This is an optimization exercise on Yosys and OpenROAD, whose aim is small area, a short achievable clock period and few clock cycles per item, not a production implementation. At most, simulation tests tie the RTL to the original design; equivalence was not proved. No functional check of the RTL was part of run 4. Power and IR drop assume default switching activity.

==> flow/flow/run.sh <==
#!/bin/bash
# The standard layout (standard.sh), with plain buffers on the ports in
# place of ORFS's delay cells: buf_2 on the outputs (global placement's own
# buffer_ports step), buf_1 on the inputs (added by flow/inbuf.tcl at the start
# of the resize step, after global placement has removed synthesis buffers).
set -euo pipefail
here=$(pwd)
bash standard.sh \
  "BUFFER_PORTS_ARGS=-outputs -buffer_cell sky130_fd_sc_hd__buf_2" \
  "PRE_RESIZE_TCL=$here/flow/inbuf.tcl" \
  finish > "$here/standard_flow.log" 2>&1
==> flow/flow/inbuf.tcl <==
# a buffer on every input port but the clock, as ORFS's buffer_ports does
buffer_ports -inputs -buffer_cell sky130_fd_sc_hd__buf_1
==> flow/standard.sh <==
#!/bin/bash
# synth_recipe.tcl (not shown) runs the flow's synth.tcl, then flattens the netlist and writes it again
# the make line also repeats each setting of config.mk as NAME=value (left out here)
make -C /OpenROAD-flow-scripts/flow DESIGN_CONFIG=/design/flow/config.mk WORK_HOME=/design/flow/orfs CLKGATE_MAP_FILE= SYNTH_SCRIPT=/design/flow/synth_recipe.tcl "${@:-finish}"
==> flow/config.mk <==
export PLATFORM = sky130hd
export DESIGN_NAME = func
export DESIGN_NICKNAME = func
export VERILOG_FILES = /design/flow/design.v
export SDC_FILE = /design/flow/constraint.sdc
export NUM_CORES = 4
export LEC_CHECK = 0
export CAP_MARGIN = 20
export CORE_MARGIN = 2
export CORE_UTILIZATION = 50
export PLACE_DENSITY = 0.65
export SETUP_SLACK_MARGIN = 1.5
export SLEW_MARGIN = 20
export SYNTH_HIERARCHICAL = 1
export SYNTH_MINIMUM_KEEP_SIZE = 0
==> flow/constraint.sdc <==
create_clock -name core_clock -period 5.0 [get_ports {clk_i}]
set_input_delay 1.0000 -clock core_clock [delete_from_list [all_inputs] [get_ports {clk_i}]]
set_output_delay 1.0000 -clock core_clock [all_outputs]
set_load 0.01 [all_outputs]
==> flow/design.v <==
`timescale 1ns / 1ps
module csa_fa (
  input a, b, c,
  output s, co
);
  assign s = a ^ b ^ c;
  assign co = (a & b) | (a & c) | (b & c);
endmodule
module csa_ha (
  input a, b,
  output s, co
);
  assign s = a ^ b;
  assign co = a & b;
endmodule
`timescale 1ns / 1ps
module cube (
  input [7:0] x_bi,
  input [3:0] s_i,
  output [23:0] r1_o,
  output [13:0] r2_o,
  output cin_o
);
  wire [3:0] h = x_bi[7:4];
  wire [3:0] l = x_bi[3:0];
  wire [11:0] h3, l3;
  wire [9:0] h2x3, l2x3;
  assign h3[0] = h[0];
  assign h3[1] = (h[1] & h[0]);
  assign h3[2] = (h[2] & h[0]);
  assign h3[3] = (h[1] & ~h[0]) | (~h[3] & ~h[2] & h[1]) | (h[3] & h[2] & h[1]) | (~h[3] & h[2] & ~h[1] & h[0]) | (h[3] & ~h[2] & ~h[1] & h[0]);
  assign h3[4] = (h[3] & ~h[2] & h[0]) | (~h[3] & h[2] & h[1]) | (h[2] & ~h[1] & h[0]) | (~h[2] & h[1] & h[0]) | (h[2] & h[1] & ~h[0]);
  assign h3[5] = (h[3] & h[1]) | (~h[3] & h[2] & ~h[1] & h[0]);
  assign h3[6] = (~h[3] & h[2]) | (h[2] & ~h[1] & ~h[0]) | (h[3] & ~h[2] & h[1] & ~h[0]) | (h[3] & ~h[2] & ~h[1] & h[0]);
  assign h3[7] = (h[2] & h[1] & ~h[0]) | (h[3] & ~h[1] & h[0]) | (h[3] & h[1] & ~h[0]) | (h[3] & h[2] & ~h[0]);
  assign h3[8] = (h[2] & h[1] & h[0]) | (h[3] & ~h[2] & h[1]);
  assign h3[9] = (h[3] & ~h[0]) | (h[3] & ~h[2] & ~h[1]);
  assign h3[10] = (h[3] & h[1] & h[0]) | (h[3] & h[2] & ~h[1] & ~h[0]);
  assign h3[11] = (h[3] & h[2] & h[1]) | (h[3] & h[2] & h[0]);
  assign l3[0] = l[0];
  assign l3[1] = (l[1] & l[0]);
  assign l3[2] = (l[2] & l[0]);
  assign l3[3] = (l[1] & ~l[0]) | (~l[3] & ~l[2] & l[1]) | (l[3] & l[2] & l[1]) | (~l[3] & l[2] & ~l[1] & l[0]) | (l[3] & ~l[2] & ~l[1] & l[0]);
  assign l3[4] = (l[3] & ~l[2] & l[0]) | (~l[3] & l[2] & l[1]) | (l[2] & ~l[1] & l[0]) | (~l[2] & l[1] & l[0]) | (l[2] & l[1] & ~l[0]);
  assign l3[5] = (l[3] & l[1]) | (~l[3] & l[2] & ~l[1] & l[0]);
  assign l3[6] = (~l[3] & l[2]) | (l[2] & ~l[1] & ~l[0]) | (l[3] & ~l[2] & l[1] & ~l[0]) | (l[3] & ~l[2] & ~l[1] & l[0]);
  assign l3[7] = (l[2] & l[1] & ~l[0]) | (l[3] & ~l[1] & l[0]) | (l[3] & l[1] & ~l[0]) | (l[3] & l[2] & ~l[0]);
  assign l3[8] = (l[2] & l[1] & l[0]) | (l[3] & ~l[2] & l[1]);
  assign l3[9] = (l[3] & ~l[0]) | (l[3] & ~l[2] & ~l[1]);
  assign l3[10] = (l[3] & l[1] & l[0]) | (l[3] & l[2] & ~l[1] & ~l[0]);
  assign l3[11] = (l[3] & l[2] & l[1]) | (l[3] & l[2] & l[0]);
  assign h2x3[0] = h[0];
  assign h2x3[1] = h[0];
  assign h2x3[2] = (h[1] & ~h[0]);
  assign h2x3[3] = (h[1] & ~h[0]) | (~h[2] & h[1]) | (h[2] & ~h[1] & h[0]);
  assign h2x3[4] = (h[3] & ~h[1] & h[0]) | (h[2] & ~h[1] & ~h[0]) | (~h[3] & h[1] & h[0]);
  assign h2x3[5] = (h[3] & h[0]) | (~h[3] & h[2] & ~h[0]) | (h[3] & ~h[2] & h[1]) | (h[2] & ~h[1] & ~h[0]);
  assign h2x3[6] = (h[2] & h[1] & ~h[0]) | (h[3] & ~h[2] & ~h[1]) | (h[2] & ~h[1] & h[0]) | (h[3] & ~h[2] & h[0]);
  assign h2x3[7] = (h[3] & ~h[1]) | (h[2] & h[1] & h[0]);
  assign h2x3[8] = (h[3] & h[2] & ~h[1]) | (h[3] & ~h[2] & h[1]);
  assign h2x3[9] = (h[3] & h[2] & h[1]);
  assign l2x3[0] = l[0];
  assign l2x3[1] = l[0];
  assign l2x3[2] = (l[1] & ~l[0]);
  assign l2x3[3] = (l[1] & ~l[0]) | (~l[2] & l[1]) | (l[2] & ~l[1] & l[0]);
  assign l2x3[4] = (l[3] & ~l[1] & l[0]) | (l[2] & ~l[1] & ~l[0]) | (~l[3] & l[1] & l[0]);
  assign l2x3[5] = (l[3] & l[0]) | (~l[3] & l[2] & ~l[0]) | (l[3] & ~l[2] & l[1]) | (l[2] & ~l[1] & ~l[0]);
  assign l2x3[6] = (l[2] & l[1] & ~l[0]) | (l[3] & ~l[2] & ~l[1]) | (l[2] & ~l[1] & l[0]) | (l[3] & ~l[2] & l[0]);
  assign l2x3[7] = (l[3] & ~l[1]) | (l[2] & l[1] & l[0]);
  assign l2x3[8] = (l[3] & l[2] & ~l[1]) | (l[3] & ~l[2] & l[1]);
  assign l2x3[9] = (l[3] & l[2] & l[1]);
  wire hs0, hc0;
  csa_ha ha0 (.a(l3[9]), .b(h2x3[0] & l[1]), .s(hs0), .co(hc0));
  wire fs0, fc0;
  csa_fa fa0 (.a(l3[10]), .b(h2x3[0] & l[2]), .c(h2x3[1] & l[1]), .s(fs0), .co(fc0));
  wire hs1, hc1;
  csa_ha ha1 (.a(h2x3[2] & l[0]), .b(l2x3[3] & h[3]), .s(hs1), .co(hc1));
  wire fs1, fc1;
  csa_fa fa1 (.a(l3[11]), .b(h2x3[0] & l[3]), .c(h2x3[1] & l[2]), .s(fs1), .co(fc1));
  wire fs2, fc2;
  csa_fa fa2 (.a(h2x3[2] & l[1]), .b(h2x3[3] & l[0]), .c(l2x3[4] & h[3]), .s(fs2), .co(fc2));
  wire hs2, hc2;
  csa_ha ha2 (.a(l2x3[5] & h[2]), .b(l2x3[6] & h[1]), .s(hs2), .co(hc2));
  wire fs3, fc3;
  csa_fa fa3 (.a(h3[0]), .b(h2x3[1] & l[3]), .c(h2x3[2] & l[2]), .s(fs3), .co(fc3));
  wire fs4, fc4;
  csa_fa fa4 (.a(h2x3[3] & l[1]), .b(h2x3[4] & l[0]), .c(l2x3[5] & h[3]), .s(fs4), .co(fc4));
  wire fs5, fc5;
  csa_fa fa5 (.a(l2x3[6] & h[2]), .b(l2x3[7] & h[1]), .c(l2x3[8] & h[0]), .s(fs5), .co(fc5));
  wire fs6, fc6;
  csa_fa fa6 (.a(h3[1]), .b(h2x3[2] & l[3]), .c(h2x3[3] & l[2]), .s(fs6), .co(fc6));
  wire fs7, fc7;
  csa_fa fa7 (.a(h2x3[4] & l[1]), .b(h2x3[5] & l[0]), .c(l2x3[6] & h[3]), .s(fs7), .co(fc7));
  wire fs8, fc8;
  csa_fa fa8 (.a(l2x3[7] & h[2]), .b(l2x3[8] & h[1]), .c(l2x3[9] & h[0]), .s(fs8), .co(fc8));
  wire fs9, fc9;
  csa_fa fa9 (.a(h3[2]), .b(h2x3[3] & l[3]), .c(h2x3[4] & l[2]), .s(fs9), .co(fc9));
  wire fs10, fc10;
  csa_fa fa10 (.a(h2x3[5] & l[1]), .b(h2x3[6] & l[0]), .c(l2x3[7] & h[3]), .s(fs10), .co(fc10));
  wire hs3, hc3;
  csa_ha ha3 (.a(l2x3[8] & h[2]), .b(l2x3[9] & h[1]), .s(hs3), .co(hc3));
  wire fs11, fc11;
  csa_fa fa11 (.a(h3[3]), .b(h2x3[4] & l[3]), .c(h2x3[5] & l[2]), .s(fs11), .co(fc11));
  wire fs12, fc12;
  csa_fa fa12 (.a(h2x3[6] & l[1]), .b(h2x3[7] & l[0]), .c(l2x3[8] & h[3]), .s(fs12), .co(fc12));
  wire fs13, fc13;
  csa_fa fa13 (.a(h3[4]), .b(h2x3[5] & l[3]), .c(h2x3[6] & l[2]), .s(fs13), .co(fc13));
  wire hs4, hc4;
  csa_ha ha4 (.a(l3[7]), .b(l2x3[0] & h[3]), .s(hs4), .co(hc4));
  wire fs14, fc14;
  csa_fa fa14 (.a(l3[8]), .b(h2x3[0] & l[0]), .c(l2x3[1] & h[3]), .s(fs14), .co(fc14));
  wire hs5, hc5;
  csa_ha ha5 (.a(l2x3[2] & h[2]), .b(l2x3[3] & h[1]), .s(hs5), .co(hc5));
  wire fs15, fc15;
  csa_fa fa15 (.a(h2x3[1] & l[0]), .b(l2x3[2] & h[3]), .c(l2x3[3] & h[2]), .s(fs15), .co(fc15));
  wire fs16, fc16;
  csa_fa fa16 (.a(l2x3[4] & h[1]), .b(l2x3[5] & h[0]), .c(hs0), .s(fs16), .co(fc16));
  wire fs17, fc17;
  csa_fa fa17 (.a(l2x3[4] & h[2]), .b(l2x3[5] & h[1]), .c(l2x3[6] & h[0]), .s(fs17), .co(fc17));
  wire fs18, fc18;
  csa_fa fa18 (.a(hc0), .b(hs1), .c(fs0), .s(fs18), .co(fc18));
  wire fs19, fc19;
  csa_fa fa19 (.a(l2x3[7] & h[0]), .b(hc1), .c(hs2), .s(fs19), .co(fc19));
  wire fs20, fc20;
  csa_fa fa20 (.a(fc0), .b(fs1), .c(fs2), .s(fs20), .co(fc20));
  wire fs21, fc21;
  csa_fa fa21 (.a(hc2), .b(fc1), .c(fc2), .s(fs21), .co(fc21));
  wire fs22, fc22;
  csa_fa fa22 (.a(fs3), .b(fs4), .c(fs5), .s(fs22), .co(fc22));
  wire fs23, fc23;
  csa_fa fa23 (.a(fc3), .b(fc4), .c(fc5), .s(fs23), .co(fc23));
  wire fs24, fc24;
  csa_fa fa24 (.a(fs6), .b(fs7), .c(fs8), .s(fs24), .co(fc24));
  wire fs25, fc25;
  csa_fa fa25 (.a(hs3), .b(fc6), .c(fc7), .s(fs25), .co(fc25));
  wire fs26, fc26;
  csa_fa fa26 (.a(fc8), .b(fs10), .c(fs9), .s(fs26), .co(fc26));
  wire fs27, fc27;
  csa_fa fa27 (.a(l2x3[9] & h[2]), .b(hc3), .c(fc10), .s(fs27), .co(fc27));
  wire fs28, fc28;
  csa_fa fa28 (.a(fc9), .b(fs11), .c(fs12), .s(fs28), .co(fc28));
  wire fs29, fc29;
  csa_fa fa29 (.a(h2x3[7] & l[1]), .b(h2x3[8] & l[0]), .c(l2x3[9] & h[3]), .s(fs29), .co(fc29));
  wire fs30, fc30;
  csa_fa fa30 (.a(fc11), .b(fc12), .c(fs13), .s(fs30), .co(fc30));
  wire fs31, fc31;
  csa_fa fa31 (.a(h3[5]), .b(h2x3[6] & l[3]), .c(h2x3[7] & l[2]), .s(fs31), .co(fc31));
  wire fs32, fc32;
  csa_fa fa32 (.a(h2x3[8] & l[1]), .b(h2x3[9] & l[0]), .c(fc13), .s(fs32), .co(fc32));
  wire fs33, fc33;
  csa_fa fa33 (.a(h3[6]), .b(h2x3[7] & l[3]), .c(h2x3[8] & l[2]), .s(fs33), .co(fc33));
  wire hs6, hc6;
  csa_ha ha6 (.a(l3[6]), .b(l2x3[0] & h[2]), .s(hs6), .co(hc6));
  wire fs34, fc34;
  csa_fa fa34 (.a(l2x3[1] & h[2]), .b(l2x3[2] & h[1]), .c(l2x3[3] & h[0]), .s(fs34), .co(fc34));
  wire fs35, fc35;
  csa_fa fa35 (.a(l2x3[4] & h[0]), .b(hc4), .c(hs5), .s(fs35), .co(fc35));
  wire fs36, fc36;
  csa_fa fa36 (.a(hc5), .b(fc14), .c(fs15), .s(fs36), .co(fc36));
  wire fs37, fc37;
  csa_fa fa37 (.a(fc15), .b(fs17), .c(fc16), .s(fs37), .co(fc37));
  wire fs38, fc38;
  csa_fa fa38 (.a(fc17), .b(fs19), .c(fc18), .s(fs38), .co(fc38));
  wire fs39, fc39;
  csa_fa fa39 (.a(fc19), .b(fs21), .c(fc20), .s(fs39), .co(fc39));
  wire fs40, fc40;
  csa_fa fa40 (.a(fc21), .b(fs23), .c(fc22), .s(fs40), .co(fc40));
  wire fs41, fc41;
  csa_fa fa41 (.a(fc23), .b(fs25), .c(fc24), .s(fs41), .co(fc41));
  wire fs42, fc42;
  csa_fa fa42 (.a(fc25), .b(fs27), .c(fc26), .s(fs42), .co(fc42));
  wire fs43, fc43;
  csa_fa fa43 (.a(fs29), .b(fc27), .c(fc28), .s(fs43), .co(fc43));
  wire fs44, fc44;
  csa_fa fa44 (.a(fc29), .b(fs31), .c(fs32), .s(fs44), .co(fc44));
  wire fs45, fc45;
  csa_fa fa45 (.a(h2x3[9] & l[1]), .b(fc31), .c(fs33), .s(fs45), .co(fc45));
  wire fs46, fc46;
  csa_fa fa46 (.a(h3[7]), .b(h2x3[8] & l[3]), .c(h2x3[9] & l[2]), .s(fs46), .co(fc46));
  wire hs7, hc7;
  csa_ha ha7 (.a(l3[5]), .b(l2x3[0] & h[1]), .s(hs7), .co(hc7));
  wire fs47, fc47;
  csa_fa fa47 (.a(l2x3[1] & h[1]), .b(l2x3[2] & h[0]), .c(hs6), .s(fs47), .co(fc47));
  wire fs48, fc48;
  csa_fa fa48 (.a(hc6), .b(hs4), .c(fs34), .s(fs48), .co(fc48));
  wire fs49, fc49;
  csa_fa fa49 (.a(fc34), .b(fs14), .c(fs35), .s(fs49), .co(fc49));
  wire fs50, fc50;
  csa_fa fa50 (.a(fc35), .b(fs16), .c(fs36), .s(fs50), .co(fc50));
  wire fs51, fc51;
  csa_fa fa51 (.a(fc36), .b(fs18), .c(fs37), .s(fs51), .co(fc51));
  wire fs52, fc52;
  csa_fa fa52 (.a(fs20), .b(fc37), .c(fs38), .s(fs52), .co(fc52));
  wire fs53, fc53;
  csa_fa fa53 (.a(fs22), .b(fc38), .c(fs39), .s(fs53), .co(fc53));
  wire fs54, fc54;
  csa_fa fa54 (.a(fs24), .b(fc39), .c(fs40), .s(fs54), .co(fc54));
  wire fs55, fc55;
  csa_fa fa55 (.a(fs26), .b(fc40), .c(fs41), .s(fs55), .co(fc55));
  wire fs56, fc56;
  csa_fa fa56 (.a(fs28), .b(fc41), .c(fs42), .s(fs56), .co(fc56));
  wire fs57, fc57;
  csa_fa fa57 (.a(fs30), .b(fc42), .c(fs43), .s(fs57), .co(fc57));
  wire fs58, fc58;
  csa_fa fa58 (.a(fc30), .b(fc43), .c(fs44), .s(fs58), .co(fc58));
  wire fs59, fc59;
  csa_fa fa59 (.a(fc32), .b(fs45), .c(fc44), .s(fs59), .co(fc59));
  wire fs60, fc60;
  csa_fa fa60 (.a(fc33), .b(fs46), .c(fc45), .s(fs60), .co(fc60));
  wire fs61, fc61;
  csa_fa fa61 (.a(h3[8]), .b(h2x3[9] & l[3]), .c(fc46), .s(fs61), .co(fc61));
  wire [8:0] lo_sum = {1'b0, fc47, hc7, hs7, l3[4], s_i[3], s_i[2], s_i[1], l3[0]} + {1'b0, fs48, fs47, l2x3[1] & h[0], l2x3[0] & h[0], l3[3], l3[2], l3[1], s_i[0]};
  assign r1_o = {h3[11], h3[10], h3[9], fs61, fs60, fc58, fc57, fc56, fc55, fc54, fc53, fc52, fc51, fc50, fc49, fc48, lo_sum[7], lo_sum[6], lo_sum[5], lo_sum[4], lo_sum[3], lo_sum[2], lo_sum[1], lo_sum[0]};
  assign r2_o = {fc61, fc60, fc59, fs59, fs58, fs57, fs56, fs55, fs54, fs53, fs52, fs51, fs50, fs49};
  assign cin_o = lo_sum[8];
endmodule
`timescale 1ns / 1ps
module sqrt(
  input [7:0] x_i,
  output reg [3:0] y_o
);
  integer k;
  always @(*) begin
    y_o = 4'd0;
    for (k = 1; k < 16; k = k + 1)
      if (x_i >= k * k) y_o = k;
  end
endmodule
`timescale 1ns / 1ps
module func(
	input clk_i,
	input rst_i,
	input start_i,
	input [7:0] a_i,
	input [7:0] b_i,
	input change_mode,
	output [1:0] busy_o,
	output [15:0] y_o
);
  reg [7:0] a;
  reg [3:0] root;
  reg busy;
  reg mode;
  reg show_hi, show_lo;
  wire cleared = ~(show_hi | show_lo);
  wire next_mode = mode ^ change_mode;
  reg [23:0] row1;
  reg [13:0] row2;
  reg row_c;
  wire next_c;
  wire [16:0] hi_sum = {row1[23:8], 1'b1} + {1'b0, 1'b0, row2[13], row2[12], row2[11], row2[10], row2[9], row2[8], row2[7], row2[6], row2[5], row2[4], row2[3], row2[2], row2[1], row2[0], row_c};
  wire [3:0] result_sqrt;
  wire [23:0] next1;
  wire [13:0] next2;
  wire [23:0] part_result;
  wire accept = start_i & ~busy;
  sqrt sqrt1(.x_i(b_i), .y_o(result_sqrt));
  cube cube1(.x_bi(a), .s_i(root), .r1_o(next1), .r2_o(next2), .cin_o(next_c));
  assign part_result = {hi_sum[16:1], row1[7:0]};
  assign busy_o = {1'b0, busy};
  assign y_o[7:0] = ({8{show_hi}} & part_result[23:16]) | ({8{show_lo}} & part_result[7:0]);
  assign y_o[15:8] = {8{show_lo}} & part_result[15:8];
  always @(posedge clk_i) begin
    row1 <= next1;
    row2 <= next2;
    row_c <= next_c;
    if (accept) begin
      a <= a_i;
      root <= result_sqrt;
    end
    if (rst_i) begin
      mode <= 1'b0;
      busy <= 1'b0;
      show_hi <= 1'b0;
      show_lo <= 1'b0;
    end else begin
      mode <= next_mode;
      busy <= accept;
      show_hi <= next_mode & (accept | ~cleared);
      show_lo <= ~next_mode & (accept | ~cleared);
    end
  end
endmodule
==> impl_metrics.toml, run 1 <==
[final_layout]
finalNetCount = 681
diodes = 0
multi_input_area_sq_mm = 0.003765
syn2layout_area_growth_pct = 4.628
fillCellCount = 995
drive_above_1_share_pct = 13.73
regArea_sq_mm = 0.001222

[logic_synthesis]
synthArstFlopShare_pct = 0
avgSynthCellArea_sq_um = 9.756
yosys_warnings = 8
synth.distinct_cells = 74
synthFlopType = "dfxtp_1"
syn_area_sq_mm = 0.005434
yosysTopAreaCell = "fa_1"
yosysMostFrequentCell = "fa_1"
ys_seq_area_share_pct = 22.47
synth_edf_count = 12
syn_nets = 671
syn_inst = 557
yosys-top-cells-area = "fa_1 24%, dfxtp_1 16%, ha_1 6.9%, and2_1 6.7%, edfxtp_1 6.6%"
ys_ff_latch = 55
synth_top_area_share_pct = 23.58
synth_common_cells = "64 x fa_1, 58 x and2_1, 43 x dfxtp_1"

[global_routing]
grt_max_degree = 20
track_usage_pct = 21.92
grt_first_pass_wirelength_mm = 19.60
grt_pass1_vias = 3803
antenna_found_initial = 0
grt_overflow = 0

[detailed_routing]
antenna_left = 0
drt-pass1-iter-count = 5
drc_errors = 0
drt_iter0_drc = 192
wl_mm = 12.26
wl_per_cell_microns = 17.32
num_vias = 3951
viasPerCell = 5.581

[die]
coreArea_sq_mm = 0.01070
rows = 38
initial_core_util_pct = 50.80
io_pins = 38
dieHeight_microns = 108.3
die_w_microns = 108.3
dieArea_sq_mm = 0.01172

[setup_path]
crit_path_end_kind = "flip-flop"
crit_path_max_incr_delay_ns = 0.67
worstSetupStartpointType = "flip-flop"
path_cells = "xnor2_4 -> o221a_1 -> and2_1 -> fa_1 -> fa_1 -> fa_1 -> fa_1"
critPathMaxFanout = 15
crit_top_cell = "fa_1"
ff2ff_setup_slack_ns = 1.60
slowest_stage = "edfxtp_1"
cp_data_arrival_time_ns = 3.58
critPathKind = "reg -> reg"
crit_required_ns = 5.19

[sta]
final_max_slew_viol_count = 0
period_needed_ns = 3.397
fmax_mhz = 294.4
setup_ws_ns = 1.603
hold_viol_final = 0
fin_skew_ns = 0.02179
rsz0062_at_grt = "true"
slew_headroom_pct = 59.46
setup_violations = 0
tns_ns = 0
max_slew.worst_pin.slew_ns = 0.6080
finalCritPeriodShare_pct = 67.94

[power_and_ir_drop]
clkPwrFrac_pct = 12.7
power_frac_comb_pct = 56.5
p_seq_share_pct = 30.8
power.internal_mw = 1.179
p_leak_nw = 2.493
switching_share_pct = 43.81
switchingPower_mw = 0.9192
p_per_area_mw_per_mm2 = 369.1
vdd_ir_drop_max_mv = 0.1965

[min_path]
hold_class = "reg -> reg"

[outcome]
status = "finished clean"

[clocking]
htreeDepth = 2
ctsLongestPathBuffers = 2
clkTransAtPathRegs_ns = 0.12
cts_tree = "built"
cts_buffers = 5
clk_latency_ns = 0.32
cts_num_sinks = 55
cts_root_buf = "clkbuf_8"
hold_buffers = 0

[job]
max-cap-violations = 0

[place]
dp_hpwl_mm = 9.588
pre_cts_slack_ns = 1.309
numPortBuffers = 17
gp_congestion = 0.8618
==> sequential cells by signal (all words and copies together) (netlist names) <==
register,flops
row_c,1
show_hi,1
a,8
row2,14
mode,1
show_lo,1
row1,24
root,4
busy,1
==> path summary, 6_finish.rpt <==
path,from,end,cells past startpoint
worst min-delay path,mode$_SDFF_PP0_,mode$_SDFF_PP0_,2
worst max-delay path,a[1]$_DFFE_PP_,row2[6]$_DFF_P_,7
worst min register to register,mode$_SDFF_PP0_,mode$_SDFF_PP0_,2
worst max register to register,a[1]$_DFFE_PP_,row2[6]$_DFF_P_,7
==> through the flow <==
| step | cells | utilization [%] | instance area, sq um | hold WS [ns] | total power, mW |
|---|---|---|---|---|---|
| after global routing | 708 | 53.15 | 5685 | 0.5773 | 2.278 |
| after detailed placement | 676 | 50.22 | 5373 | 0.5265 | 1.791 |
| after global placement | 657 | 49.56 | 5301 | 0.4963 | 1.751 |
| after floorplan | 557 | - | 5434 | 0.4369 | 1.680 |
| after CTS | 698 | 52.21 | 5585 | 0.5592 | 2.071 |
| final | 708 | 53.15 | 5685 | 0.5612 | 2.098 |
==> per-layer routing <==
metal / global-route usage (%) / vias up / routed length (microns)
met2: 36.43 / 120 / 5813
met3: 2.170 / 12 / 557
met5: 0 / - / 0
li1: - / 1896 / -
met1: 30.85 / 1923 / 5673
met4: 5.678 / 0 / 216
==> cell families after synthesis <==
group / after synthesis / synth area share (%)
and+or+nand+nor: 193 / 19.62
AOI/OAI and AO/OA: 113 / 14.53
adders and majority gates: 94 / 30.49
buffers and inverters: 78 / 8.680
DFF: 55 / 22.47
xor gates and xnor gates: 19 / 3.408
muxes: 4 / 0.7368
other: 1 / 0.06901
==> timing repair <==
action | in CTS | in global routing
buffers inserted | 14 | 10
resized for setup | 0 | 5
endpoints found under the setup margin | 16 | 17
pin swaps | 0 | 2
endpoints found under the hold margin | 0 | 0
==> cells in the final DEF, fill, tap and decap left out, types with 3 or more instances in the layout <==
cell type	Yosys	layout
a211oi_1	4	3
a21o_1	6	6
a21oi_1	26	25
a21oi_2	3	4
a41oi_1	3	3
and2_1	58	58
and3_1	3	3
and3_2	3	3
and4_1	3	3
buf_1	0	19
buf_2	7	17
buf_4	35	23
clkbuf_8	0	5
dfxtp_1	43	42
edfxtp_1	12	12
fa_1	64	63
ha_1	30	29
inv_1	19	19
mux2i_1	4	4
nand2_1	33	33
nand2b_1	3	3
nand3_1	6	6
nand4_1	6	6
nor2_1	37	37
nor2b_1	8	8
nor3_1	13	13
o211ai_1	4	4
o21a_1	7	7
o21ai_0	19	19
o21ai_1	3	3
o22ai_1	4	4
o31ai_1	4	4
or3_1	4	4
xnor2_1	11	11
xor2_1	7	7
==> final cells by class <==
class,instances,share of cell area (%)
clock inverters,3,0.4621
clock buffers,5,1.210
well taps,140,3.081
flip-flops and latches,55,21.50
inverters,21,1.386
repair buffers,60,6.140
multi-input cells,424,66.22
==> power groups by stage <==
stage	clock [mW]	combinational (mW)	sequential [mW]
floorplan	0	1.06	0.618
global route	0.290	1.33	0.656
global placement	0	1.08	0.666
CTS	0.273	1.15	0.648
detailed placement	0	1.12	0.668
finish	0.266	1.19	0.647
==> critical path, delay by kind of cell, from the launching register on <==
| family | cells | cell delay (ns) |
|---|---|---|
| AOI/OAI and AO/OA | 1 | 0.30 |
| xor gates and xnor gates | 1 | 0.26 |
| adders and majority gates | 4 | 1.84 |
| DFF | 1 | 0.67 |
| and+or+nand+nor | 1 | 0.19 |
==> per-module statistics from Yosys, one instance, submodules excluded <==
module / cells / copies in the design / flops+latches / cell area, sq um
csa_fa: 1 / 62 / 0 / 20.02
func: 216 / 1 / 55 / 2333
sqrt: 29 / 1 / 0 / 171.4
cube: 242 / 1 / 0 / 1588
csa_ha: 1 / 8 / 0 / 12.51
Testbench counts, summed over its fixed seeds: cycles 3,200, items 1,600.
==> run 2: changes to the inputs <==
--- a/flow/config.mk
+++ b/flow/config.mk
@@ -9,4 +9,4 @@
 export CORE_MARGIN = 2
-export CORE_UTILIZATION = 50
-export PLACE_DENSITY = 0.65
+export CORE_UTILIZATION = 55
+export PLACE_DENSITY = 0.7
 export SETUP_SLACK_MARGIN = 1.5
==> run 2 against run 1 <==
Against the previous run:
- sequential power is 1% lower
- register-to-register slack hardly changed
- global-route usage is 1.3 points higher
- power is 1.5% lower
- synthesized cell count stayed put
- routed wire length is 6.8% lower
- area after synthesis stayed put
- via count is 1.8% lower
- clock skew is 0.0077 ns lower
- largest cell class unchanged
==> impl_metrics.toml, run 2 <==
[final_layout]
drive_above_1_share_pct = 12.77
diodes = 0
fin_util_pct = 57.98
mostFrequentLayoutCell = "fa_1"
largest_reg_flops = 24
regMostFlops = "row1"
regArea_sq_mm = 0.001221
multi_input_area_sq_mm = 0.003750
final_cell_mix = "64 x fa_1, 58 x and2_1, 43 x dfxtp_1"
fin_cells = 697
syn2layout_area_growth_pct = 3.339
reg.largest.list = "row1 (24), row2 (14), a (8)"
finalNetCount = 677
final_cell_area_sq_mm = 0.005615
fillCellCount = 848

[logic_synthesis]
syn_nets = 671
ys_seq_area_share_pct = 22.47
avgSynthCellArea_sq_um = 9.756
synth_edf_count = 12
synthSimpleGateAreaFrac_pct = 19.62
synth_top_family_by_area = "adder cells"
synth_adder_area_share_pct = 30.49
synth_mux_area_share_pct = 0.7368
yosysTopAreaCell = "fa_1"
synth_common_cells = "64 x fa_1, 58 x and2_1, 43 x dfxtp_1"
synth.distinct_cells = 74
synth-compound-area-share_pct = 14.53
syn_inst = 557
yosys_warnings = 8
synthFlopType = "dfxtp_1"
syn_area_sq_mm = 0.005434
synth_xor_area_share_pct = 3.408
synthArstFlopShare_pct = 0
yosys-top-cells-area = "fa_1 24%, dfxtp_1 16%, ha_1 6.9%, and2_1 6.7%, edfxtp_1 6.6%"
ys_ff_latch = 55
yosysMostFrequentCell = "fa_1"
synth_top_area_share_pct = 23.58

[place]
dp_hpwl_mm = 9.141
gp_congestion = 0.9003
pre_cts_slack_ns = 1.350
dp_cells = 669
placed_area_sq_mm = 0.005364
numPortBuffers = 17

[clocking]
cts_tree = "built"
htreeDepth = 2
ctsLongestPathBuffers = 2
cts_num_sinks = 55
clk_latency_ns = 0.32
hold_buffers = 0
clkTransAtPathRegs_ns = 0.11
cts_root_buf = "clkbuf_8"
cts_buffers = 5

[setup_path]
path_cells = "and2_1 -> o22ai_1 -> and2_1 -> fa_1 -> fa_1 -> fa_1 -> fa_1"
crit_required_ns = 5.19
crit_path_max_incr_delay_ns = 0.67
rr_worst_depth = 7
cp_data_arrival_time_ns = 3.59
path_buf_inv = 0
slowest_stage = "edfxtp_1"
crit_path_end_kind = "flip-flop"
ff2ff_setup_slack_ns = 1.61
cp.depth = 7
critPathMaxFanout = 15
critPathKind = "reg -> reg"
worstSetupStartpointType = "flip-flop"
crit_top_cell = "fa_1"
path_delay_family = "adder cells"

[sta]
final_max_slew_viol_count = 0
fmax_mhz = 294.7
hold_viol_final = 0
fin_skew_ns = 0.01410
hold_ws_ns = 0.5348
rsz0062_at_grt = "true"
slew_headroom_pct = 60.08
finalCritPeriodShare_pct = 67.87
tns_ns = 0
max_slew.worst_pin.slew_ns = 0.5980
setup_ws_ns = 1.607
period_needed_ns = 3.393
setup_violations = 0

[die]
rows = 36
coreArea_sq_mm = 0.009684
die_w_microns = 103.4
dieHeight_microns = 103.4
io_pins = 38
dieArea_sq_mm = 0.01069
initial_core_util_pct = 56.11

[detailed_routing]
viasPerCell = 5.568
wl_per_cell_microns = 16.39
drc_errors = 0
antenna_left = 0
wl_met2_mm = 5.231
num_vias = 3881
dr.max_layer_used = "met4"
drt_iter0_drc = 192
drt-pass1-iter-count = 5
wl_met3_microns = 514
wl_met1_mm = 5.294
wl_mm = 11.42

[power_and_ir_drop]
p_per_area_mw_per_mm2 = 368.1
p_leak_nw = 2.467
p_total_mw = 2.067
vdd_ir_drop_max_mv = 0.1527

[job]
max-cap-violations = 0

[min_path]
min_path_cells = 2
hold_class = "reg -> reg"

[global_routing]
antenna_found_initial = 0
grt_pass1_vias = 3749
track_usage_pct = 23.20
grt_overflow = 0
grt_max_degree = 20
grt_first_pass_wirelength_mm = 18.91

[outcome]
status = "finished clean"
-- run 2: layout make-up --
class                   instances  area share, %
clock inverters                 3         0.4679
repair buffers                 56          5.414
multi-input cells             424          66.78
inverters                      21          1.404
flip-flops and latches         55          21.75
well taps                     133          2.963
clock buffers                   5          1.225
-- run 2: where the power goes --
part	internal [mW]	switching, mW
sequential	0.577	0.0611
combinational	0.488	0.679
clock	0.104	0.158
total	1.17	0.899
-- run 2: path summary, 6_finish.rpt --
check,from,endpoint
worst min register to register,mode$_SDFF_PP0_,mode$_SDFF_PP0_
worst max-delay path,a[1]$_DFFE_PP_,row2[5]$_DFF_P_
worst min-delay path,mode$_SDFF_PP0_,mode$_SDFF_PP0_
worst max register to register,a[1]$_DFFE_PP_,row2[5]$_DFF_P_
-- run 2: cell families after synthesis --
group                    Yosys count
buffers and inverters             78
other                              1
adder cells (fa/ha/maj)           94
AND/OR/NAND/NOR                  193
XOR/XNOR                          19
flip-flops                        55
multiplexers                       4
AO/OA/AOI/OAI                    113
-- run 2: what timing repair did --
action	4_1_cts	5_1_grt
pin swaps	0	0
resized for setup	1	2
setup buffers	8	12
setup endpoints to repair	14	13
-- run 2: modules after synthesis, one instance, submodules excluded --
module,times used,flops+latches
cube,1,0
sqrt,1,0
csa_ha,8,0
func,1,55
csa_fa,62,0
-- run 2: metal layers --
layer | vias up | GRT usage (%)
met3 | 22 | 2.419
li1 | 1883 | -
met5 | - | 0
met1 | 1835 | 32.65
met2 | 141 | 37.52
met4 | 0 | 8.401
-- run 2: worst reg2reg max path, cell delays in order, from the launching register on --
cell,delay (ns)
edfxtp_1,0.67
and2_1,0.30
o22ai_1,0.30
and2_1,0.21
fa_1,0.45
fa_1,0.43
fa_1,0.51
fa_1,0.41
==> run 3: changes to the inputs <==
--- a/flow/config.mk
+++ b/flow/config.mk
@@ -11,3 +11,3 @@
 export PLACE_DENSITY = 0.7
-export SETUP_SLACK_MARGIN = 1.5
+export SETUP_SLACK_MARGIN = 1.4
 export SLEW_MARGIN = 20
==> run 3 against run 2 <==
Against the previous run:
- still clean
- via count increased by 0.59%
- first-iteration DRC count grew 3.6%
- flip-flop and latch count stayed put
- critical path type unchanged
- largest cell class unchanged
- largest power group unchanged
==> impl_metrics.toml, run 3 <==
[place]
dp_hpwl_mm = 9.141
gp_congestion = 0.9003
numPortBuffers = 17
dp_cells = 669

[min_path]
hold_class = "reg -> reg"
hold_start = "mode$_SDFF_PP0_"
min_path_cells = 2
min_to = "mode$_SDFF_PP0_"

[die]
dieHeight_microns = 103.4
rows = 36
io_pins = 38
initial_core_util_pct = 56.11
die_w_microns = 103.4
coreArea_sq_mm = 0.009684
dieArea_sq_mm = 0.01069

[clocking]
ctsLongestPathBuffers = 2
clk_latency_ns = 0.32
cts_buffers = 5
cts_root_buf = "clkbuf_8"
cts_num_sinks = 55
htreeDepth = 2
cts_tree = "built"
clkTransAtPathRegs_ns = 0.11

[final_layout]
reg.largest.list = "row1 (24), row2 (14), a (8)"
syn2layout_area_growth_pct = 3.016
drive_above_1_share_pct = 12.10
final_cell_mix = "64 x fa_1, 58 x and2_1, 43 x dfxtp_1"
regMostFlops = "row1"
finalNetCount = 675
diodes = 0
largest_reg_flops = 24
regArea_sq_mm = 0.001221
fin_cells = 695
fillCellCount = 838
multi_input_area_sq_mm = 0.003741
mostFrequentLayoutCell = "fa_1"

[detailed_routing]
viasPerCell = 5.617
wl_per_cell_microns = 16.46
num_vias = 3904
drc_errors = 0
wl_mm = 11.44
drt_iter0_drc = 199
antenna_left = 0
drt-pass1-iter-count = 5

[sta]
slew_headroom_pct = 60.56
final_max_slew_viol_count = 0
hold_viol_final = 0
rsz0062_at_grt = "false"
setup_violations = 0
max_slew.worst_pin.slew_ns = 0.5916
finalCritPeriodShare_pct = 67.97
tns_ns = 0
hold_ws_ns = 0.5354
fmax_mhz = 294.3
period_needed_ns = 3.398
fin_skew_ns = 0.01351

[outcome]
status = "finished clean"

[setup_path]
critPathKind = "reg -> reg"
crit_top_cell = "fa_1"
rr_endpoint = "row2[5]$_DFF_P_"
ff2ff_setup_slack_ns = 1.60
crit_path_end_kind = "flip-flop"
cp_data_arrival_time_ns = 3.59
crit_path_max_incr_delay_ns = 0.66
worstSetupStartpointType = "flip-flop"
rr_worst_depth = 7
critPathMaxFanout = 15
crit_required_ns = 5.19
slowest_stage = "edfxtp_1"
path_cells = "and2_1 -> o22ai_1 -> and2_1 -> fa_1 -> fa_1 -> fa_1 -> fa_1"
timing.rr.start = "a[1]$_DFFE_PP_"

[logic_synthesis]
synth_common_cells = "64 x fa_1, 58 x and2_1, 43 x dfxtp_1"
ys_seq_area_share_pct = 22.47
yosysMostFrequentCell = "fa_1"
syn_nets = 671
synthArstFlopShare_pct = 0
syn_area_sq_mm = 0.005434
synth.distinct_cells = 74
syn_inst = 557
synth_top_area_share_pct = 23.58
yosysTopAreaCell = "fa_1"
yosys_warnings = 8
ys_ff_latch = 55
yosys-top-cells-area = "fa_1 24%, dfxtp_1 16%, ha_1 6.9%, and2_1 6.7%, edfxtp_1 6.6%"
synthFlopType = "dfxtp_1"
synth_edf_count = 12
avgSynthCellArea_sq_um = 9.756

[global_routing]
grt_pass1_vias = 3717
grt_first_pass_wirelength_mm = 18.75
track_usage_pct = 23.03
grt_overflow = 0
antenna_found_initial = 0
grt_max_degree = 24

[job]
max-cap-violations = 0

[power_and_ir_drop]
p_leak_nw = 2.454
p_per_area_mw_per_mm2 = 367.7
vdd_ir_drop_max_mv = 0.1416
[run 3: cell type report]
| cell class | count | area share [%] |
|---|---|---|
| Clock inverter | 3 | 0.4694 |
| Sequential cell | 55 | 21.81 |
| Inverter | 21 | 1.475 |
| Tap cell | 133 | 2.973 |
| Multi-Input combinational cell | 424 | 66.83 |
| Clock buffer | 5 | 1.229 |
| Timing Repair Buffer | 54 | 5.208 |
[run 3: layer usage]
metal	up-vias	track usage, %	share of wire (%)
met2	167	37.37	46
met5	-	0	0
met3	20	2.419	5.5
li1	1880	-	-
met4	0	7.996	3.1
met1	1837	32.43	46
[run 3: critical path, delay by kind of cell, from the launching register on]
family                   cells  cell delay, ns
flip-flops                   1            0.66
AO/OA/AOI/OAI                1            0.31
AND/OR/NAND/NOR              2            0.50
adder cells (fa/ha/maj)      4            1.80
[run 3: per-stage QoR]
stage          cell area [sq um]  power, mW  setup WS [ns]  util [%]
6_report                    5598      2.059          1.602     57.80
5_1_grt                     5598      2.241          1.413     57.80
4_1_cts                     5489      2.054          1.432     56.68
3_5_place_dp                5364      1.783          1.350     55.39
3_3_place_gp                5293      1.741          1.402     54.65
2_1_floorplan               5434      1.680          1.835         -
[run 3: cells by family (layout without fill, tap and decap cells)]
kind of cell	Yosys count	after routing	share of synthesized area, %
xor+xnor	19	19	3.408
flops	55	55	22.47
other cells	1	1	0.06901
compound gates	113	113	14.53
simple gates	193	193	19.62
mux	4	4	0.7368
fa+ha+maj	94	94	30.49
buf+inv	78	83	8.680
[run 3: per-module statistics from Yosys (local to each module, per instance)]
module / cells / flops+latches / copies in the design
csa_fa: 1 / 0 / 62
func: 216 / 55 / 1
csa_ha: 1 / 0 / 8
sqrt: 29 / 0 / 1
cube: 242 / 0 / 1
[run 3: where the power goes]
group	internal (mW)	switching, mW
Sequential	0.577	0.0625
Clock	0.104	0.158
Combinational	0.485	0.673
Total	1.17	0.893
[run 3: repair_timing]
action | 4_1_cts | 5_1_grt
setup buffers | 4 | 14
setup endpoints to repair | 5 | 11
resized for setup | 0 | 1
hold buffers | 0 | 0
hold endpoints to repair | 0 | 0
pin swaps | 0 | 0
[run 3: how the worst max path moves through the flow]
stage | from | endpoint | slack, ns | depth (start not counted)
floorplan | a[5]$_DFFE_PP_ | row2[7]$_DFF_P_ | 1.84 | 10
global placement | a[2]$_DFFE_PP_ | row2[5]$_DFF_P_ | 1.40 | 8
detailed placement | a[5]$_DFFE_PP_ | row2[7]$_DFF_P_ | 1.35 | 9
CTS | a[0]$_DFFE_PP_ | row2[7]$_DFF_P_ | 1.43 | 9
global route | row1[8]$_DFF_P_ | y_o[1] | 1.41 | 8
finish | a[1]$_DFFE_PP_ | row2[5]$_DFF_P_ | 1.60 | 7
==> run 4: changes to the inputs <==
--- a/flow/design.v
+++ b/flow/design.v
@@ -20,3 +20,3 @@
   output [23:0] r1_o,
-  output [13:0] r2_o,
+  output [16:0] r2_o,
   output cin_o
@@ -211,6 +211,49 @@
   csa_fa fa61 (.a(h3[8]), .b(h2x3[9] & l[3]), .c(fc46), .s(fs61), .co(fc61));
-  wire [8:0] lo_sum = {1'b0, fc47, hc7, hs7, l3[4], s_i[3], s_i[2], s_i[1], l3[0]} + {1'b0, fs48, fs47, l2x3[1] & h[0], l2x3[0] & h[0], l3[3], l3[2], l3[1], s_i[0]};
-  assign r1_o = {h3[11], h3[10], h3[9], fs61, fs60, fc58, fc57, fc56, fc55, fc54, fc53, fc52, fc51, fc50, fc49, fc48, lo_sum[7], lo_sum[6], lo_sum[5], lo_sum[4], lo_sum[3], lo_sum[2], lo_sum[1], lo_sum[0]};
-  assign r2_o = {fc61, fc60, fc59, fs59, fs58, fs57, fs56, fs55, fs54, fs53, fs52, fs51, fs50, fs49};
-  assign cin_o = lo_sum[8];
+  wire hs8, hc8;
+  csa_ha ha8 (.a(l3[0]), .b(s_i[0]), .s(hs8), .co(hc8));
+  wire fs62, fc62;
+  csa_fa fa62 (.a(s_i[1]), .b(hc8), .c(l3[1]), .s(fs62), .co(fc62));
+  wire fs63, fc63;
+  csa_fa fa63 (.a(s_i[2]), .b(l3[2]), .c(fc62), .s(fs63), .co(fc63));
+  wire fs64, fc64;
+  csa_fa fa64 (.a(s_i[3]), .b(l3[3]), .c(fc63), .s(fs64), .co(fc64));
+  wire fs65, fc65;
+  csa_fa fa65 (.a(l3[4]), .b(l2x3[0] & h[0]), .c(fc64), .s(fs65), .co(fc65));
+  wire pp5 = l2x3[1] & h[0] ^ hs7;
+  wire gg5 = l2x3[1] & h[0] & hs7;
+  wire pp6 = hc7 ^ fs47;
+  wire gg6 = hc7 & fs47;
+  wire pp7 = fc47 ^ fs48;
+  wire gg7 = fc47 & fs48;
+  wire pp8 = fc48 ^ fs49;
+  wire gg8 = fc48 & fs49;
+  wire pp9 = fc49 ^ fs50;
+  wire gg9 = fc49 & fs50;
+  wire pp10 = fc50 ^ fs51;
+  wire gg10 = fc50 & fs51;
+  wire pp11 = fc51 ^ fs52;
+  wire gg11 = fc51 & fs52;
+  wire pp12 = fc52 ^ fs53;
+  wire gg12 = fc52 & fs53;
+  wire pp13 = fc53 ^ fs54;
+  wire gg13 = fc53 & fs54;
+  wire pp14 = fc54 ^ fs55;
+  wire gg14 = fc54 & fs55;
+  wire pp15 = fc55 ^ fs56;
+  wire gg15 = fc55 & fs56;
+  wire pp16 = fc56 ^ fs57;
+  wire gg16 = fc56 & fs57;
+  wire pp17 = fc57 ^ fs58;
+  wire gg17 = fc57 & fs58;
+  wire pp18 = fc58 ^ fs59;
+  wire gg18 = fc58 & fs59;
+  wire pp19 = fs60 ^ fc59;
+  wire gg19 = fs60 & fc59;
+  wire pp20 = fs61 ^ fc60;
+  wire gg20 = fs61 & fc60;
+  wire pp21 = h3[9] ^ fc61;
+  wire gg21 = h3[9] & fc61;
+  assign r1_o = {h3[11], h3[10], pp21, pp20, pp19, pp18, pp17, pp16, pp15, pp14, pp13, pp12, pp11, pp10, pp9, pp8, pp7, pp6, pp5, fs65, fs64, fs63, fs62, hs8};
+  assign r2_o = {gg21, gg20, gg19, gg18, gg17, gg16, gg15, gg14, gg13, gg12, gg11, gg10, gg9, gg8, gg7, gg6, gg5};
+  assign cin_o = fc65;
 endmodule
@@ -243,13 +286,71 @@
   reg mode;
-  reg show_hi, show_lo;
-  wire cleared = ~(show_hi | show_lo);
-  wire next_mode = mode ^ change_mode;
+  reg cleared;
   reg [23:0] row1;
-  reg [13:0] row2;
+  reg [16:0] row2;
   reg row_c;
   wire next_c;
-  wire [16:0] hi_sum = {row1[23:8], 1'b1} + {1'b0, 1'b0, row2[13], row2[12], row2[11], row2[10], row2[9], row2[8], row2[7], row2[6], row2[5], row2[4], row2[3], row2[2], row2[1], row2[0], row_c};
+  wire [18:0] P = row1[23:5];
+  wire [18:0] G = {1'b0, 1'b0, row2[16], row2[15], row2[14], row2[13], row2[12], row2[11], row2[10], row2[9], row2[8], row2[7], row2[6], row2[5], row2[4], row2[3], row2[2], row2[1], row2[0]};
+  wire g_in = G[0] | (P[0] & row_c);
+  wire g0_1 = G[1] | (P[1] & g_in);
+  wire g0_3 = G[3] | (P[3] & G[2]);
+  wire p0_3 = P[3] & P[2];
+  wire g0_5 = G[5] | (P[5] & G[4]);
+  wire p0_5 = P[5] & P[4];
+  wire g0_7 = G[7] | (P[7] & G[6]);
+  wire p0_7 = P[7] & P[6];
+  wire g0_9 = G[9] | (P[9] & G[8]);
+  wire p0_9 = P[9] & P[8];
+  wire g0_11 = G[11] | (P[11] & G[10]);
+  wire p0_11 = P[11] & P[10];
+  wire g0_13 = G[13] | (P[13] & G[12]);
+  wire p0_13 = P[13] & P[12];
+  wire g0_15 = G[15] | (P[15] & G[14]);
+  wire p0_15 = P[15] & P[14];
+  wire g0_17 = G[17] | (P[17] & G[16]);
+  wire p0_17 = P[17] & P[16];
+  wire g1_2 = G[2] | (P[2] & g0_1);
+  wire g1_3 = g0_3 | (p0_3 & g0_1);
+  wire g1_6 = G[6] | (P[6] & g0_5);
+  wire p1_6 = P[6] & p0_5;
+  wire g1_7 = g0_7 | (p0_7 & g0_5);
+  wire p1_7 = p0_7 & p0_5;
+  wire g1_10 = G[10] | (P[10] & g0_9);
+  wire p1_10 = P[10] & p0_9;
+  wire g1_11 = g0_11 | (p0_11 & g0_9);
+  wire p1_11 = p0_11 & p0_9;
+  wire g1_14 = G[14] | (P[14] & g0_13);
+  wire p1_14 = P[14] & p0_13;
+  wire g1_15 = g0_15 | (p0_15 & g0_13);
+  wire p1_15 = p0_15 & p0_13;
+  wire g1_18 = G[18] | (P[18] & g0_17);
+  wire p1_18 = P[18] & p0_17;
+  wire g2_4 = G[4] | (P[4] & g1_3);
+  wire g2_5 = g0_5 | (p0_5 & g1_3);
+  wire g2_6 = g1_6 | (p1_6 & g1_3);
+  wire g2_7 = g1_7 | (p1_7 & g1_3);
+  wire g2_12 = G[12] | (P[12] & g1_11);
+  wire p2_12 = P[12] & p1_11;
+  wire g2_13 = g0_13 | (p0_13 & g1_11);
+  wire p2_13 = p0_13 & p1_11;
+  wire g2_14 = g1_14 | (p1_14 & g1_11);
+  wire p2_14 = p1_14 & p1_11;
+  wire g2_15 = g1_15 | (p1_15 & g1_11);
+  wire p2_15 = p1_15 & p1_11;
+  wire g3_8 = G[8] | (P[8] & g2_7);
+  wire g3_9 = g0_9 | (p0_9 & g2_7);
+  wire g3_10 = g1_10 | (p1_10 & g2_7);
+  wire g3_11 = g1_11 | (p1_11 & g2_7);
+  wire g3_12 = g2_12 | (p2_12 & g2_7);
+  wire g3_13 = g2_13 | (p2_13 & g2_7);
+  wire g3_14 = g2_14 | (p2_14 & g2_7);
+  wire g3_15 = g2_15 | (p2_15 & g2_7);
+  wire g4_16 = G[16] | (P[16] & g3_15);
+  wire g4_17 = g0_17 | (p0_17 & g3_15);
+  wire g4_18 = g1_18 | (p1_18 & g3_15);
+  wire [18:0] CY = {g4_17, g4_16, g3_15, g3_14, g3_13, g3_12, g3_11, g3_10, g3_9, g3_8, g2_7, g2_6, g2_5, g2_4, g1_3, g1_2, g0_1, g_in, row_c};
+  wire [18:0] S = P ^ CY;
   wire [3:0] result_sqrt;
   wire [23:0] next1;
-  wire [13:0] next2;
+  wire [16:0] next2;
   wire [23:0] part_result;
@@ -258,6 +359,6 @@
   cube cube1(.x_bi(a), .s_i(root), .r1_o(next1), .r2_o(next2), .cin_o(next_c));
-  assign part_result = {hi_sum[16:1], row1[7:0]};
+  assign part_result = cleared ? 24'd0 : {S, row1[4:0]};
   assign busy_o = {1'b0, busy};
-  assign y_o[7:0] = ({8{show_hi}} & part_result[23:16]) | ({8{show_lo}} & part_result[7:0]);
-  assign y_o[15:8] = {8{show_lo}} & part_result[15:8];
+  assign y_o[7:0] = mode ? part_result[23:16] : part_result[7:0];
+  assign y_o[15:8] = mode ? 8'h00 : part_result[15:8];
   always @(posedge clk_i) begin
@@ -273,9 +374,7 @@
       busy <= 1'b0;
-      show_hi <= 1'b0;
-      show_lo <= 1'b0;
+      cleared <= 1'b1;
     end else begin
-      mode <= next_mode;
+      if (change_mode) mode <= ~mode;
       busy <= accept;
-      show_hi <= next_mode & (accept | ~cleared);
-      show_lo <= ~next_mode & (accept | ~cleared);
+      if (accept) cleared <= 1'b0;
     end
==> flow/run.sh (new file) <==
#!/bin/bash
# synth_recipe.tcl (not shown) runs the flow's synth.tcl, then flattens the netlist and writes it again
# the make line also repeats each setting of config.mk as NAME=value (left out here)
make -C /OpenROAD-flow-scripts/flow DESIGN_CONFIG=/design/flow/config.mk WORK_HOME=/design/flow/orfs CLKGATE_MAP_FILE= SYNTH_SCRIPT=/design/flow/synth_recipe.tcl finish
--- a/flow/config.mk
+++ b/flow/config.mk
@@ -9,7 +9,8 @@
 export CORE_MARGIN = 2
-export CORE_UTILIZATION = 55
-export PLACE_DENSITY = 0.7
-export SETUP_SLACK_MARGIN = 1.4
+export CORE_UTILIZATION = 65
+export CTS_BUF_LIST = sky130_fd_sc_hd__clkbuf_8
+export CTS_CLUSTER_DIAMETER = 100
+export CTS_CLUSTER_SIZE = 30
+export PLACE_DENSITY = 0.75
+export SETUP_SLACK_MARGIN = 1.5
 export SLEW_MARGIN = 20
-export SYNTH_HIERARCHICAL = 1
-export SYNTH_MINIMUM_KEEP_SIZE = 0
removed: flow/flow/run.sh
removed: flow/flow/inbuf.tcl
removed: flow/standard.sh
==> run 4 against run 3 <==
Against the previous run:
- still clean on timing, DRC and antenna
- core utilization grew 36 points
- synthesized cell count shrank 1.3%
- die area shrank 22%
- largest cell class unchanged
- highest routed layer unchanged
==> impl_metrics.toml, run 4 <==
[outcome]
status = "finished clean"

[clocking]
ctsLongestPathBuffers = 2
clkTransAtPathRegs_ns = 0.08
cts_root_buf = "clkbuf_8"
cts_buffers = 9
htreeDepth = 3
cts_tree = "built"
cts_num_sinks = 57
clk_latency_ns = 0.37

[setup_path]
critPathMaxFanout = 4
rr_worst_depth = 13
crit_top_cell = "fa_1"
path_buf_inv = 6
crit_path_max_incr_delay_ns = 0.65
crit_path_end_kind = "flip-flop"
critPathKind = "reg -> reg"
rr_endpoint = "row1[14]$_DFF_P_"
crit_required_ns = 5.30
path_cells = "buf_4 -> clkinvlp_4 -> buf_8 -> xnor2_4 -> nand2_2 -> fa_1 -> inv_1 -> fa_2 -> inv_2 -> fa_1 -> fa_1 -> inv_1 -> ha_2"
path_delay_family = "adder cells"
timing.rr.start = "a[5]$_DFFE_PP_"
worstSetupStartpointType = "flip-flop"
ff2ff_setup_slack_ns = 1.10
slowest_stage = "fa_1"
cp_data_arrival_time_ns = 4.20

[detailed_routing]
antenna_left = 0
wl_mm = 20.25
num_vias = 5158
wl_per_cell_microns = 26.29
drt-pass1-iter-count = 9
drt_iter0_drc = 891
drc_errors = 0
viasPerCell = 6.699

[place]
dp_hpwl_mm = 8.367
numPortBuffers = 36
gp_congestion = 0.9294

[logic_synthesis]
synthArstFlopShare_pct = 0
ys_ff_latch = 57
ys_seq_area_share_pct = 25.28
synth_top_area_share_pct = 26.08
yosysMostFrequentCell = "inv_1"
yosysTopAreaCell = "fa_1"
syn_nets = 667
synthFlopType = "dfxtp_1"
syn_area_sq_mm = 0.004989
avgSynthCellArea_sq_um = 9.070
synth_edf_count = 12
synth_common_cells = "100 x inv_1, 65 x fa_1, 57 x nand2_1"
synth.distinct_cells = 50
yosys-top-cells-area = "fa_1 26%, dfxtp_1 18%, ha_1 8.0%, inv_1 7.5%, edfxtp_1 7.2%"
yosys_warnings = 2
syn_inst = 550

[sta]
setup_violations = 0
rsz0062_at_grt = "true"
fin_skew_ns = 0.01597
slew_headroom_pct = 51.12
max_slew.worst_pin.slew_ns = 0.7306
finalCritPeriodShare_pct = 77.91
period_needed_ns = 3.896
hold_viol_final = 0
tns_ns = 0
fmax_mhz = 256.7
final_max_slew_viol_count = 0

[final_layout]
drive_above_1_share_pct = 36.81
largest_reg_flops = 24
syn2layout_area_growth_pct = 37.27
multi_input_area_sq_mm = 0.003709
finalNetCount = 783
final_cell_mix = "83 x inv_1, 69 x buf_4, 48 x fa_1"
mostFrequentLayoutCell = "inv_1"
regArea_sq_mm = 0.001262
reg.largest.list = "row1 (24), row2 (17), a (8)"
fillCellCount = 209
diodes = 0
regMostFlops = "row1"

[global_routing]
track_usage_pct = 35.51
grt_overflow = 0
grt_pass1_vias = 4515
antenna_found_initial = 0
grt_max_degree = 17
grt_first_pass_wirelength_mm = 22.60

[power_and_ir_drop]
vdd_ir_drop_max_mv = 0.3149
p_per_area_mw_per_mm2 = 359.8
p_leak_nw = 3.214
p_total_mw = 2.464

[job]
max-cap-violations = 0

[die]
die_w_microns = 91.61
dieHeight_microns = 91.61
rows = 31
coreArea_sq_mm = 0.007331
dieArea_sq_mm = 0.008391
initial_core_util_pct = 68.05
io_pins = 38

[min_path]
min_path_cells = 1
min_to = "cleared$_SDFFE_PP1P_"
hold_start = "cleared$_SDFFE_PP1P_"
hold_class = "reg -> reg"
[run 4: changes by cell type after synthesis, moves of 6 or more]
cell,delta
inv_1,+81
and2_1,-43
buf_4,-33
nand2_1,+24
a21oi_1,-12
clkbuf_1,+12
and3_1,+6
buf_2,-6
[run 4: stage by stage]
step	instance area, sq um	setup slack (ns)	util (%)	hold WS (ns)	cells
CTS	6243	1.265	85.17	0.4998	729
finish	6848	1.104	93.41	0.5911	770
floorplan	4991	1.518	-	0.4369	550
global route	6848	1.040	93.41	0.5874	770
detailed placement	5393	0.8895	73.56	0.4755	663
global placement	5393	0.8902	73.56	0.4848	663
[run 4: worst max path at each step]
stage / start / end / slack [ns] / depth (start not counted)
floorplan: a[5]$_DFFE_PP_ / row1[15]$_DFF_P_ / 1.52 / 13
global placement: a[6]$_DFFE_PP_ / row1[15]$_DFF_P_ / 0.89 / 12
detailed placement: row1[5]$_DFF_P_ / y_o[6] / 0.89 / 14
CTS: row_c$_DFF_P_ / y_o[6] / 1.27 / 14
global route: a[5]$_DFFE_PP_ / row1[14]$_DFF_P_ / 1.04 / 13
finish: a[5]$_DFFE_PP_ / row1[14]$_DFF_P_ / 1.10 / 13
[run 4: report_power, final]
part           switching (mW)  internal [mW]  leakage [nW]
Combinational           0.691          0.544          2.61
Sequential              0.130          0.594         0.489
Clock                   0.214          0.291         0.110
Total                    1.04           1.43          3.21
[run 4: logic make-up (layout without fill, tap and decap cells)]
logic type               after synthesis  after routing  share of synthesized area (%)
buffers and inverters                128            249                          9.957
other                                  1              1                        0.07517
flip-flops                            57             57                          25.28
XOR/XNOR                              17             17                          2.985
multiplexers                           7              7                          1.430
adder cells (fa/ha/maj)               97             97                          34.11
AND/OR/NAND/NOR                      167            167                          15.78
AO/OA/AOI/OAI                         76             76                          10.38
[run 4: worst register-to-register path: cells and delay by family (launching register included)]
family	cells	cell delay, ns
simple gates	1	0.18
flops	1	0.40
buf+inv	6	0.71
fa+ha+maj	5	2.27
xor+xnor	1	0.27
[run 4: area by class of cell]
| type | count | share of cell area (%) |
|---|---|---|
| Clock buffer | 10 | 2.010 |
| Sequential cell | 57 | 18.44 |
| Inverter | 101 | 5.719 |
| Clock inverter | 6 | 1.224 |
| Multi-Input combinational cell | 365 | 54.16 |
| Tap cell | 99 | 1.809 |
| Timing Repair inverter | 1 | 0.07309 |
| Timing Repair Buffer | 131 | 16.57 |
[run 4: per-layer routing]
metal  wire length (microns)  GRT usage, %  vias up  share of wire (%)
met5                       0             0        -                  0
met4                    2316         19.57        0                 11
met3                    2843         9.046      254                 14
met2                    8783         59.19      548                 43
met1                    6301         41.84     2392                 31
li1                        -             -     1964                  -
[run 4: repair_timing]
action | in CTS | in global routing
gates resized for setup | 116 | 103
setup endpoints to repair | 35 | 31
buffers inserted | 49 | 39
gates cloned | 1 | 2
pin swaps | 51 | 47
hold buffers | 0 | 0

[static timing again, ports no longer ideal]
In the flow no input, the clock included, has a driving cell. The finished layouts below were timed again as built, in two steps.
Step 1 assumes that a clkbuf_16 drives the clock port and a buf_2 every other input.
Step 2 also shifts input and output timing later by t, the mid clock arrival at the registers, as if the neighbouring blocks saw the same clock.
a / b / c = ideal / step 1 / step 2; a / b = the first two.
run	shift t [ns]	slack for setup (ns)	hold WS [ns]	worst setup path after step 2	clock arrival spread, ns
run 1	0.346	1.603 / 1.603 / 1.603	0.561 / 0.561 / 0.561	register to register	0.022 / 0.021
run 2	0.341	1.607 / 1.607 / 1.607	0.535 / 0.535 / 0.535	register to register	0.014 / 0.014
run 3	0.341	1.602 / 1.581 / 1.602	0.535 / 0.535 / 0.535	register to register	0.013 / 0.013
run 4	0.397	1.104 / 1.104 / 1.104	0.591 / 0.591 / 0.591	register to register	0.016 / 0.016
After both steps every run listed still meets setup and hold.
